This is an optimization exercise on Yosys and OpenROAD, whose aim is small area and a short achievable clock period, not a production implementation.
At most, simulation tests tie the RTL to the original design; equivalence was not proved.
No activity file was given, so power comes from the tool's default toggle rates.

## run a
==> module Memory_with_power_gating, before the edit <==
module Memory_with_power_gating(
    input  wire clk,
    input  wire reset,
    input  wire [3:0] addr,
    input  wire [7:0] data_in,
    input  wire write_en,
    input  wire req_valid,
    output reg  [7:0] data_out,
    output wire idle_detect,
    output wire power_gated,
    output wire clk_en
);
    reg [7:0]  mem [0:15];
    reg [15:0] valid;
    reg [3:0] prev_addr;
    reg [7:0] prev_data_in;
    reg       prev_write_en;
    reg       prev_req_valid;
    wire addr_same = (addr == prev_addr);
    wire activity_detected = req_valid || !addr_same ||
                             (data_in != prev_data_in) || (write_en != prev_write_en);
    wire        pending = prev_req_valid & prev_write_en;
    wire [15:0] we_w    = {16{pending}} & (16'd1 << prev_addr);
    wire [15:0] readable = valid & ~we_w;
    wire [3:0] lo   = 4'd1 << addr[1:0];
    wire [3:0] hi   = 4'd1 << addr[3:2];
    wire       wr   = req_valid & write_en;
    wire       rd   = req_valid & ~write_en;
    wire [3:0] hi_r = hi & {4{rd}};
    wire       hold = ~req_valid | (rd & pending & addr_same);
    wire [15:0] rd_sel;
    genvar w;
    generate
        for (w = 0; w < 16; w = w + 1) begin : word
            assign rd_sel[w] = lo[w % 4] & hi_r[w / 4] & readable[w];
        end
    endgenerate
    reg  [7:0]  data_out_next;
    integer j;
    always @(*) begin
        data_out_next = ({8{wr}} & data_in) | ({8{hold}} & data_out);
        for (j = 0; j < 16; j = j + 1)
            data_out_next = data_out_next | (mem[j] & {8{rd_sel[j]}});
    end
    integer m;
    always @(posedge clk) begin
        for (m = 0; m < 16; m = m + 1)
            if (we_w[m])
                mem[m] <= prev_data_in;
    end
    always @(posedge clk or posedge reset) begin
        if (reset) begin
            data_out       <= 8'd0;
            valid          <= 16'd0;
            prev_addr      <= 4'd0;
            prev_data_in   <= 8'd0;
            prev_write_en  <= 1'b0;
            prev_req_valid <= 1'b0;
        end else begin
            data_out       <= data_out_next;
            valid          <= valid | we_w;
            prev_addr      <= addr;
            prev_data_in   <= data_in;
            prev_write_en  <= write_en;
            prev_req_valid <= req_valid;
        end
    end
    pg_ctrl ctrl (
        .clk(clk), .reset(reset), .active(activity_detected),
        .idle_detect(idle_detect), .power_gated(power_gated), .clk_en(clk_en)
    );
endmodule
export LEC_CHECK = 0
export CAP_MARGIN = 20
export CORE_MARGIN = 2
export CORE_UTILIZATION = 65
export SLEW_MARGIN = 45
create_clock -name core_clock -period 90.0 [get_ports {clk}]
standard.sh (not shown) runs the stock make flow with config.mk's settings and CLKGATE_MAP_FILE= SYNTH_SCRIPT=/design/flow/synth_recipe.tcl, a recipe that flattens the netlist after the stock synthesis.
==> flow/flow/run.sh <==
#!/bin/bash
# The standard layout (the standard.sh, unchanged synthesis and steps),
# with two changes:
#  - the port buffers that global placement inserts on every input and output
#    are sky130_fd_sc_hd__buf_2 instead of the default clkdlybuf4s50_1 delay
#    cell;
#  - clock tree synthesis inserts no dummy load cells, and builds the tree
#    from small clock buffers.
set -euo pipefail
export BUFFER_PORTS_ARGS="-buffer_cell sky130_fd_sc_hd__buf_2"
export CTS_ARGS="-sink_clustering_enable -repair_clock_nets -dont_use_dummy_load -root_buf sky130_fd_sc_hd__clkbuf_8 -buf_list {sky130_fd_sc_hd__clkbuf_2}"
bash standard.sh > standard.log 2>&1
The following lists how run b was set up differently from run a:
-- flow/design.v --
<<< run a, line 97
    reg [7:0] prev_data_in;
    reg       prev_write_en;
    reg       prev_req_valid;
    wire addr_same = (addr == prev_addr);
    wire activity_detected = req_valid || !addr_same ||
                             (data_in != prev_data_in) || (write_en != prev_write_en);
    wire        pending = prev_req_valid & prev_write_en;
    wire [15:0] we_w    = {16{pending}} & (16'd1 << prev_addr);
    wire [15:0] readable = valid & ~we_w;
    wire [3:0] lo   = 4'd1 << addr[1:0];
    wire [3:0] hi   = 4'd1 << addr[3:2];
    wire       wr   = req_valid & write_en;
    wire       rd   = req_valid & ~write_en;
    wire [3:0] hi_r = hi & {4{rd}};
    wire       hold = ~req_valid | (rd & pending & addr_same);
    wire [15:0] rd_sel;
    genvar w;
    generate
        for (w = 0; w < 16; w = w + 1) begin : word
            assign rd_sel[w] = lo[w % 4] & hi_r[w / 4] & readable[w];
        end
    endgenerate
>>> run b, line 97
    reg [7:0] prev_data_in;
    reg       prev_write_en;
    wire activity_detected = req_valid || (addr != prev_addr) ||
                             (data_in != prev_data_in) || (write_en != prev_write_en);
    wire [3:0] lo   = 4'd1 << addr[1:0];
    wire [3:0] hi   = 4'd1 << addr[3:2];
    wire       wr   = req_valid & write_en;
    wire       rd   = req_valid & ~write_en;
    wire [3:0] lo_w = lo & {4{wr}};
    wire [3:0] hi_r = hi & {4{rd}};
    wire [15:0] we_w, rd_sel;
    genvar w;
    generate
        for (w = 0; w < 16; w = w + 1) begin : word
            assign we_w[w]   = lo_w[w % 4] & hi[w / 4];
            assign rd_sel[w] = lo[w % 4] & hi_r[w / 4] & valid[w];
        end
    endgenerate
<<< run a, line 120
    integer j;
    always @(*) begin
        data_out_next = ({8{wr}} & data_in) | ({8{hold}} & data_out);
        for (j = 0; j < 16; j = j + 1)
            data_out_next = data_out_next | (mem[j] & {8{rd_sel[j]}});
>>> run b, line 116
    integer j;
    always @(*) begin
        data_out_next = ({8{wr}} & data_in) | ({8{~req_valid}} & data_out);
        for (j = 0; j < 16; j = j + 1)
            data_out_next = data_out_next | (mem[j] & {8{rd_sel[j]}});
<<< run a, line 128
        for (m = 0; m < 16; m = m + 1)
            if (we_w[m])
                mem[m] <= prev_data_in;
    end
    always @(posedge clk or posedge reset) begin
        if (reset) begin
            data_out       <= 8'd0;
            valid          <= 16'd0;
            prev_addr      <= 4'd0;
            prev_data_in   <= 8'd0;
            prev_write_en  <= 1'b0;
            prev_req_valid <= 1'b0;
        end else begin
            data_out       <= data_out_next;
            valid          <= valid | we_w;
            prev_addr      <= addr;
            prev_data_in   <= data_in;
            prev_write_en  <= write_en;
            prev_req_valid <= req_valid;
        end
    end
>>> run b, line 124
        for (m = 0; m < 16; m = m + 1)
            if (we_w[m])
                mem[m] <= data_in;
    end
    always @(posedge clk or posedge reset) begin
        if (reset) begin
            data_out      <= 8'd0;
            valid         <= 16'd0;
            prev_addr     <= 4'd0;
            prev_data_in  <= 8'd0;
            prev_write_en <= 1'b0;
        end else begin
            data_out <= data_out_next;
            valid <= valid | we_w;
            prev_addr     <= addr;
            prev_data_in  <= data_in;
            prev_write_en <= write_en;
        end
    end
[summary]
In run b relative to run a, area of the multi-input gates had gone down by a few percent. Run b did not stop at any stage, and its layout met the timing, design-rule and antenna checks. Run b vs. run a: post-layout instance area -1.9%, register share of total power ~0 delta, required time at the worst-slack endpoint -60 ps, via count -362. Run a → run b: total die area fell about 0.43%; wire length +430 um. Taking run a as the reference, in run b largest net degree at the start of global routing shows an increase of 29%, final cell count lower, post-layout minimum cycle time rose by 260 ps, number of flip-flops and latches went down, worst setup slack shrank by 260 ps. Delta (run b minus run a): final cycle utilization of the critical path now larger; number of filler instances in the final layout picked up an extra 9.
For run a, only the layout was checked, not whether the RTL still works.

Another version of the RTL of Processor_with_Power_Gating (not shown whole).
Size: ~860 cells after synthesis, roughly 250 flip-flops, ~77 I/O pins, about 12000 um2 of cells after synthesis.
==> module Memory_with_power_gating, before the edit <==
module Memory_with_power_gating(
    input  wire clk,
    input  wire reset,
    input  wire [3:0] addr,
    input  wire [7:0] data_in,
    input  wire write_en,
    input  wire req_valid,
    output reg  [7:0] data_out,
    output wire idle_detect,
    output wire power_gated,
    output wire clk_en
);
    reg [7:0]  mem [0:15];
    reg [15:0] valid;
    reg [3:0] prev_addr;
    reg [7:0] prev_data_in;
    reg       prev_write_en;
    wire activity_detected = req_valid || (addr != prev_addr) ||
                             (data_in != prev_data_in) || (write_en != prev_write_en);
    wire [3:0] lo   = 4'd1 << addr[1:0];
    wire [3:0] hi   = 4'd1 << addr[3:2];
    wire       wr   = req_valid & write_en;
    wire       rd   = req_valid & ~write_en;
    wire [3:0] lo_w = lo & {4{wr}};
    wire [3:0] hi_r = hi & {4{rd}};
    wire [15:0] we_w, rd_sel;
    genvar w;
    generate
        for (w = 0; w < 16; w = w + 1) begin : word
            assign we_w[w]   = lo_w[w % 4] & hi[w / 4];
            assign rd_sel[w] = lo[w % 4] & hi_r[w / 4] & valid[w];
        end
    endgenerate
    reg  [7:0]  data_out_next;
    integer j;
    always @(*) begin
        data_out_next = ({8{wr}} & data_in) | ({8{~req_valid}} & data_out);
        for (j = 0; j < 16; j = j + 1)
            data_out_next = data_out_next | (mem[j] & {8{rd_sel[j]}});
    end
    integer m;
    always @(posedge clk) begin
        for (m = 0; m < 16; m = m + 1)
            if (we_w[m])
                mem[m] <= data_in;
    end
    always @(posedge clk or posedge reset) begin
        if (reset) begin
            data_out      <= 8'd0;
            valid         <= 16'd0;
            prev_addr     <= 4'd0;
            prev_data_in  <= 8'd0;
            prev_write_en <= 1'b0;
        end else begin
            data_out <= data_out_next;
            valid <= valid | we_w;
            prev_addr     <= addr;
            prev_data_in  <= data_in;
            prev_write_en <= write_en;
        end
    end
    pg_ctrl ctrl (
        .clk(clk), .reset(reset), .active(activity_detected),
        .idle_detect(idle_detect), .power_gated(power_gated), .clk_en(clk_en)
    );
endmodule
Settings: LEC_CHECK=0, CAP_MARGIN=20, CORE_MARGIN=2, CORE_UTILIZATION=40, SLEW_MARGIN=20; clock period 90.0 ns.
==> flow/flow/run.sh <==
#!/bin/bash
# The standard layout (the standard.sh, unchanged synthesis and steps),
# with two changes:
#  - the port buffers that global placement inserts on every input and output
#    are sky130_fd_sc_hd__buf_2 instead of the default clkdlybuf4s50_1 delay
#    cell;
#  - clock tree synthesis inserts no dummy load cells, and builds the tree
#    from small clock buffers.
set -euo pipefail
export BUFFER_PORTS_ARGS="-buffer_cell sky130_fd_sc_hd__buf_2"
export CTS_ARGS="-sink_clustering_enable -repair_clock_nets -dont_use_dummy_load -root_buf sky130_fd_sc_hd__clkbuf_16 -buf_list {sky130_fd_sc_hd__clkbuf_2}"
bash standard.sh > standard.log 2>&1
Then changed:
--- a/flow/design.v
+++ b/flow/design.v
@@ -94,54 +94,61 @@
 );
     reg [7:0]  mem [0:15];
     reg [15:0] valid;
     reg [3:0] prev_addr;
     reg [7:0] prev_data_in;
     reg       prev_write_en;
-    wire activity_detected = req_valid || (addr != prev_addr) ||
+    reg       prev_req_valid;
+    wire addr_same = (addr == prev_addr);
+    wire activity_detected = req_valid || !addr_same ||
                              (data_in != prev_data_in) || (write_en != prev_write_en);
+    wire        pending = prev_req_valid & prev_write_en;
+    wire [15:0] wr_word = {16{pending}} & (16'd1 << prev_addr);
+    wire [15:0] readable = valid & ~wr_word;
     wire [3:0] lo   = 4'd1 << addr[1:0];
     wire [3:0] hi   = 4'd1 << addr[3:2];
     wire       wr   = req_valid & write_en;
     wire       rd   = req_valid & ~write_en;
-    wire [3:0] lo_w = lo & {4{wr}};
     wire [3:0] hi_r = hi & {4{rd}};
-    wire [15:0] we_w, rd_sel;
+    wire       fwd  = rd & pending & addr_same;
+    wire [15:0] rd_sel;
     genvar w;
     generate
         for (w = 0; w < 16; w = w + 1) begin : word
-            assign we_w[w]   = lo_w[w % 4] & hi[w / 4];
-            assign rd_sel[w] = lo[w % 4] & hi_r[w / 4] & valid[w];
+            assign rd_sel[w] = lo[w % 4] & hi_r[w / 4] & readable[w];
         end
     endgenerate
     reg  [7:0]  data_out_next;
     integer j;
     always @(*) begin
-        data_out_next = ({8{wr}} & data_in) | ({8{~req_valid}} & data_out);
+        data_out_next = ({8{wr}} & data_in) | ({8{~req_valid}} & data_out) |
+                        ({8{fwd}} & prev_data_in);
         for (j = 0; j < 16; j = j + 1)
             data_out_next = data_out_next | (mem[j] & {8{rd_sel[j]}});
     end
     integer m;
     always @(posedge clk) begin
         for (m = 0; m < 16; m = m + 1)
-            if (we_w[m])
-                mem[m] <= data_in;
+            if (wr_word[m])
+                mem[m] <= prev_data_in;
     end
     always @(posedge clk or posedge reset) begin
         if (reset) begin
-            data_out      <= 8'd0;
-            valid         <= 16'd0;
-            prev_addr     <= 4'd0;
-            prev_data_in  <= 8'd0;
-            prev_write_en <= 1'b0;
+            data_out       <= 8'd0;
+            valid          <= 16'd0;
+            prev_addr      <= 4'd0;
+            prev_data_in   <= 8'd0;
+            prev_write_en  <= 1'b0;
+            prev_req_valid <= 1'b0;
         end else begin
-            data_out <= data_out_next;
-            valid <= valid | we_w;
-            prev_addr     <= addr;
-            prev_data_in  <= data_in;
-            prev_write_en <= write_en;
+            data_out       <= data_out_next;
+            valid          <= valid | wr_word;
+            prev_addr      <= addr;
+            prev_data_in   <= data_in;
+            prev_write_en  <= write_en;
+            prev_req_valid <= req_valid;
         end
     end
     pg_ctrl ctrl (
         .clk(clk), .reset(reset), .active(activity_detected),
         .idle_detect(idle_detect), .power_gated(power_gated), .clk_en(clk_en)
     );
=>
- The new run completed without violations
- utilization grows by 0.84 points
- via count grows by 6.9%
- global-route usage grows by 0.39 points
- cell area grows by 5.2%
- sequential share of layout area shrinks by 2.5 points
- maximum frequency shrinks by 1.8%
- critical path depth grows by 3
- cell count grows by 6.9%
- clock power grows by about 1%
- clock-buffer cell count grows by 2
- wire length grows by 5.6%
- die area grows by 3.6%
- worst setup slack is worse by 370 ps
- sequential power barely changes
Function was not checked in any run of this note: the RTL went through the layout flow alone.

Setup of rev 12:
Another version of the RTL of Processor_with_Power_Gating (not shown whole).
For scale: about 240 flip-flops, roughly 11000 um^2 of cells after synthesis.
==> module pg_ctrl, before the edit <==
module pg_ctrl(
    input  wire clk,
    input  wire reset,
    input  wire active,
    output wire idle_detect,
    output reg  power_gated,
    output wire clk_en
);
    reg [2:0] idle_counter;
    assign idle_detect = idle_counter[2] & idle_counter[1];
    assign clk_en      = ~power_gated;
    wire       count_inc  = ~(idle_counter[2] & idle_counter[1] & idle_counter[0]);
    wire [2:0] count_next = {idle_counter[2] ^ (idle_counter[1] & idle_counter[0] & count_inc),
                             idle_counter[1] ^ (idle_counter[0] & count_inc),
                             idle_counter[0] ^ count_inc};
    always @(posedge clk or posedge reset) begin
        if (reset) begin
            idle_counter <= 3'd0;
            power_gated  <= 1'b0;
        end else begin
            idle_counter <= active ? 3'd0 : count_next;
            power_gated  <= ~active & (idle_counter == 3'd7);
        end
    end
endmodule
==> module Power_Management_Controller, before the edit <==
module Power_Management_Controller(
    input  wire clk,
    input  wire reset,
    input  wire alu_idle,
    input  wire mem_idle,
    input  wire io_idle,
    input  wire alu_power_gated,
    input  wire mem_power_gated,
    input  wire io_power_gated,
    output wire system_power_save_mode,
    output wire [1:0] active_modules_count,
    output wire [7:0] power_efficiency_metric
);
    reg  [7:0]  total_neg;
    reg  [12:0] gated25;
    reg  [6:0]  metric;
    reg  [1:0]  gated_units;
    assign active_modules_count = ~gated_units;
    assign system_power_save_mode = gated_units[1] & gated_units[0];
    assign power_efficiency_metric = {1'b0, metric};
    wire        t_step = (total_neg != 8'd1);
    wire [7:0]  total_neg_dec;
    wire        total_neg_co;
    pmc_rca #(8) dec_t (.a(total_neg), .b({8{t_step}}), .ci(1'b0),
                        .s(total_neg_dec), .co(total_neg_co));
    wire [7:0]  total_neg_next = total_neg_dec;
    wire        g_step = system_power_save_mode & (gated25 != 13'd6375);
    wire [12:0] gated25_add;
    wire        gated25_co;
    pmc_rca #(13) add_g (.a(gated25), .b({8'd0, g_step, g_step, 2'b00, g_step}), .ci(1'b0),
                         .s(gated25_add), .co(gated25_co));
    wire [12:0] gated25_next = gated25_add;
    wire [14:0] num = {gated25, 2'b00};
    wire [8:0]  p [0:6];
    wire [7:0]  r [0:6];
    wire [6:0]  q;
    assign p[6] = num[14:6];
    genvar k;
    generate
        for (k = 6; k >= 0; k = k - 1) begin : step
            pmc_div_step st (.p(p[k]), .tneg(total_neg), .q(q[k]), .r(r[k]));
            if (k > 0) begin : next
                assign p[k-1] = {r[k], num[k-1]};
            end
        end
    endgenerate
    always @(posedge clk or posedge reset) begin
        if (reset) begin
            gated_units            <= 2'b00;
            metric                 <= 7'd0;
            total_neg              <= 8'h00;
            gated25                <= 13'd0;
        end else begin
            total_neg <= total_neg_next;
            gated25   <= gated25_next;
            gated_units <= {1'b0, alu_power_gated} + {1'b0, mem_power_gated} + {1'b0, io_power_gated};
            metric <= q;
        end
    end
endmodule
==> flow/config.mk <==
export PLATFORM = sky130hd
export DESIGN_NAME = Processor_with_Power_Gating
export DESIGN_NICKNAME = Processor_with_Power_Gating
export VERILOG_FILES = /design/flow/design.v
export SDC_FILE = /design/flow/constraint.sdc
export NUM_CORES = 4
export LEC_CHECK = 0
export CAP_MARGIN = 20
export CORE_MARGIN = 2
export CORE_UTILIZATION = 65
export SLEW_MARGIN = 20
==> flow/constraint.sdc <==
create_clock -name core_clock -period 90.0 [get_ports {clk}]
set_input_delay 18.0000 -clock core_clock [delete_from_list [all_inputs] [get_ports {clk}]]
set_output_delay 18.0000 -clock core_clock [all_outputs]
set_load 0.01 [all_outputs]
==> flow/flow/run.sh <==
#!/bin/bash
# The standard layout (the standard.sh, unchanged synthesis and steps),
# with two changes:
#  - the port buffers that global placement inserts on every input and output
#    are sky130_fd_sc_hd__buf_2 instead of the default clkdlybuf4s50_1 delay
#    cell;
#  - clock tree synthesis inserts no dummy load cells, and builds the tree
#    from small clock buffers.
set -euo pipefail
export BUFFER_PORTS_ARGS="-buffer_cell sky130_fd_sc_hd__buf_2"
export CTS_ARGS="-sink_clustering_enable -repair_clock_nets -dont_use_dummy_load -root_buf sky130_fd_sc_hd__clkbuf_8 -buf_list {sky130_fd_sc_hd__clkbuf_2}"
bash standard.sh > standard.log 2>&1
--- input diff rev 12..rev 13 ---
diff --git a/flow/design.v b/flow/design.v
--- a/flow/design.v
+++ b/flow/design.v
@@ -6,16 +6,13 @@
     output reg  power_gated,
     output wire clk_en
 );
     reg [2:0] idle_counter;
     assign idle_detect = idle_counter[2] & idle_counter[1];
     assign clk_en      = ~power_gated;
-    wire       count_inc  = ~(idle_counter[2] & idle_counter[1] & idle_counter[0]);
-    wire [2:0] count_next = {idle_counter[2] ^ (idle_counter[1] & idle_counter[0] & count_inc),
-                             idle_counter[1] ^ (idle_counter[0] & count_inc),
-                             idle_counter[0] ^ count_inc};
+    wire [2:0] count_next = (idle_counter == 3'd7) ? 3'd7 : idle_counter + 3'd1;
     always @(posedge clk or posedge reset) begin
         if (reset) begin
             idle_counter <= 3'd0;
             power_gated  <= 1'b0;
         end else begin
             idle_counter <= active ? 3'd0 : count_next;
@@ -223,49 +220,46 @@
     reg  [12:0] gated25;
     reg  [6:0]  metric;
     reg  [1:0]  gated_units;
     assign active_modules_count = ~gated_units;
     assign system_power_save_mode = gated_units[1] & gated_units[0];
     assign power_efficiency_metric = {1'b0, metric};
-    wire        t_step = (total_neg != 8'd1);
-    wire [7:0]  total_neg_dec;
-    wire        total_neg_co;
-    pmc_rca #(8) dec_t (.a(total_neg), .b({8{t_step}}), .ci(1'b0),
-                        .s(total_neg_dec), .co(total_neg_co));
-    wire [7:0]  total_neg_next = total_neg_dec;
-    wire        g_step = system_power_save_mode & (gated25 != 13'd6375);
-    wire [12:0] gated25_add;
-    wire        gated25_co;
-    pmc_rca #(13) add_g (.a(gated25), .b({8'd0, g_step, g_step, 2'b00, g_step}), .ci(1'b0),
-                         .s(gated25_add), .co(gated25_co));
-    wire [12:0] gated25_next = gated25_add;
+    wire [7:0]  total_neg_next = (total_neg != 8'd1) ? total_neg - 8'd1 : total_neg;
+    wire [12:0] gated25_next   = (system_power_save_mode && gated25 != 13'd6375) ?
+                                 gated25 + 13'd25 : gated25;
+    reg  [7:0]  div_r;
+    reg  [2:0]  div_q;
+    wire [14:0] num_next = {gated25_next, 2'b00};
+    wire [8:0]  p6 = num_next[14:6];
+    wire        q6, q5, q4;
+    wire [7:0]  r6, r5, r4;
+    pmc_div_step st6 (.p(p6),                 .tneg(total_neg_next), .q(q6), .r(r6));
+    pmc_div_step st5 (.p({r6, num_next[5]}),  .tneg(total_neg_next), .q(q5), .r(r5));
+    pmc_div_step st4 (.p({r5, num_next[4]}),  .tneg(total_neg_next), .q(q4), .r(r4));
     wire [14:0] num = {gated25, 2'b00};
-    wire [8:0]  p [0:6];
-    wire [7:0]  r [0:6];
-    wire [6:0]  q;
-    assign p[6] = num[14:6];
-    genvar k;
-    generate
-        for (k = 6; k >= 0; k = k - 1) begin : step
-            pmc_div_step st (.p(p[k]), .tneg(total_neg), .q(q[k]), .r(r[k]));
-            if (k > 0) begin : next
-                assign p[k-1] = {r[k], num[k-1]};
-            end
-        end
-    endgenerate
+    wire        q3, q2, q1, q0;
+    wire [7:0]  r3, r2, r1, r0;
+    pmc_div_step st3 (.p({div_r, num[3]}), .tneg(total_neg), .q(q3), .r(r3));
+    pmc_div_step st2 (.p({r3, num[2]}),    .tneg(total_neg), .q(q2), .r(r2));
+    pmc_div_step st1 (.p({r2, num[1]}),    .tneg(total_neg), .q(q1), .r(r1));
+    pmc_div_step st0 (.p({r1, num[0]}),    .tneg(total_neg), .q(q0), .r(r0));
     always @(posedge clk or posedge reset) begin
         if (reset) begin
             gated_units            <= 2'b00;
             metric                 <= 7'd0;
             total_neg              <= 8'h00;
             gated25                <= 13'd0;
+            div_r                  <= 8'd0;
+            div_q                  <= 3'd0;
         end else begin
             total_neg <= total_neg_next;
             gated25   <= gated25_next;
             gated_units <= {1'b0, alu_power_gated} + {1'b0, mem_power_gated} + {1'b0, io_power_gated};
-            metric <= q;
+            div_r  <= r4;
+            div_q  <= {q6, q5, q4};
+            metric <= {div_q, q3, q2, q1, q0};
         end
     end
 endmodule
 module Processor_with_Power_Gating(
     input  wire clk,
     input  wire reset,
[summary]
Die extent in y (rev 13 over rev 12): increase, about 1.2%
Per the comparison of rev 13 with rev 12, clock skew shows a reduction of 0.0095 ns; worst path setup slack after routing shows an increase of 4.35 ns; count of endpoints failing hold in the final timing report shows no meaningful change; pin slew with the least headroom to its limit shows a reduction of 0.061 ns; clock latency on the worst-skew pair shows no meaningful change.
Function not checked in rev 12: the RTL went through the layout flow alone.

-- re-timing with driven ports --
No port has a modelled driver above. Below, the same layouts with a new extraction and two added sets of constraints. Step 1 assumes that a clkbuf_16 drives the clock port and a buf_2 every other input. Step 2 also shifts input and output timing later by t, the mid clock arrival at the registers, as if the neighbouring blocks saw the same clock. a / b / c = no drivers / after step 1 / after step 2; a / b = the first two.
run	shift t [ns]	setup WS [ns]	clock arrival spread, ns	worst register clock-pin slew, ns	pins driven straight from the clock port
run a	0.550	70.576 / 70.588 / 70.038	0.084 / 0.084	0.11 / 0.11	1
run b	0.541	70.313 / 70.319 / 69.778	0.068 / 0.069	0.12 / 0.12	1
the first run of note 2	0.519	70.464 / 70.490 / 69.971	0.078 / 0.078	0.10 / 0.10	1
the second run of note 2	0.524	70.097 / 70.116 / 69.592	0.053 / 0.053	0.11 / 0.11	1
rev 12	0.535	65.964 / 65.964 / 65.964	0.073 / 0.073	0.11 / 0.11	1
rev 13	0.550	70.317 / 70.328 / 69.778	0.068 / 0.068	0.11 / 0.11	1
After both steps setup and hold are still met in every run listed. For rev 13, which loses most, drivers alone change the setup slack by +0.011 ns; drivers and shift together by -0.539 ns.
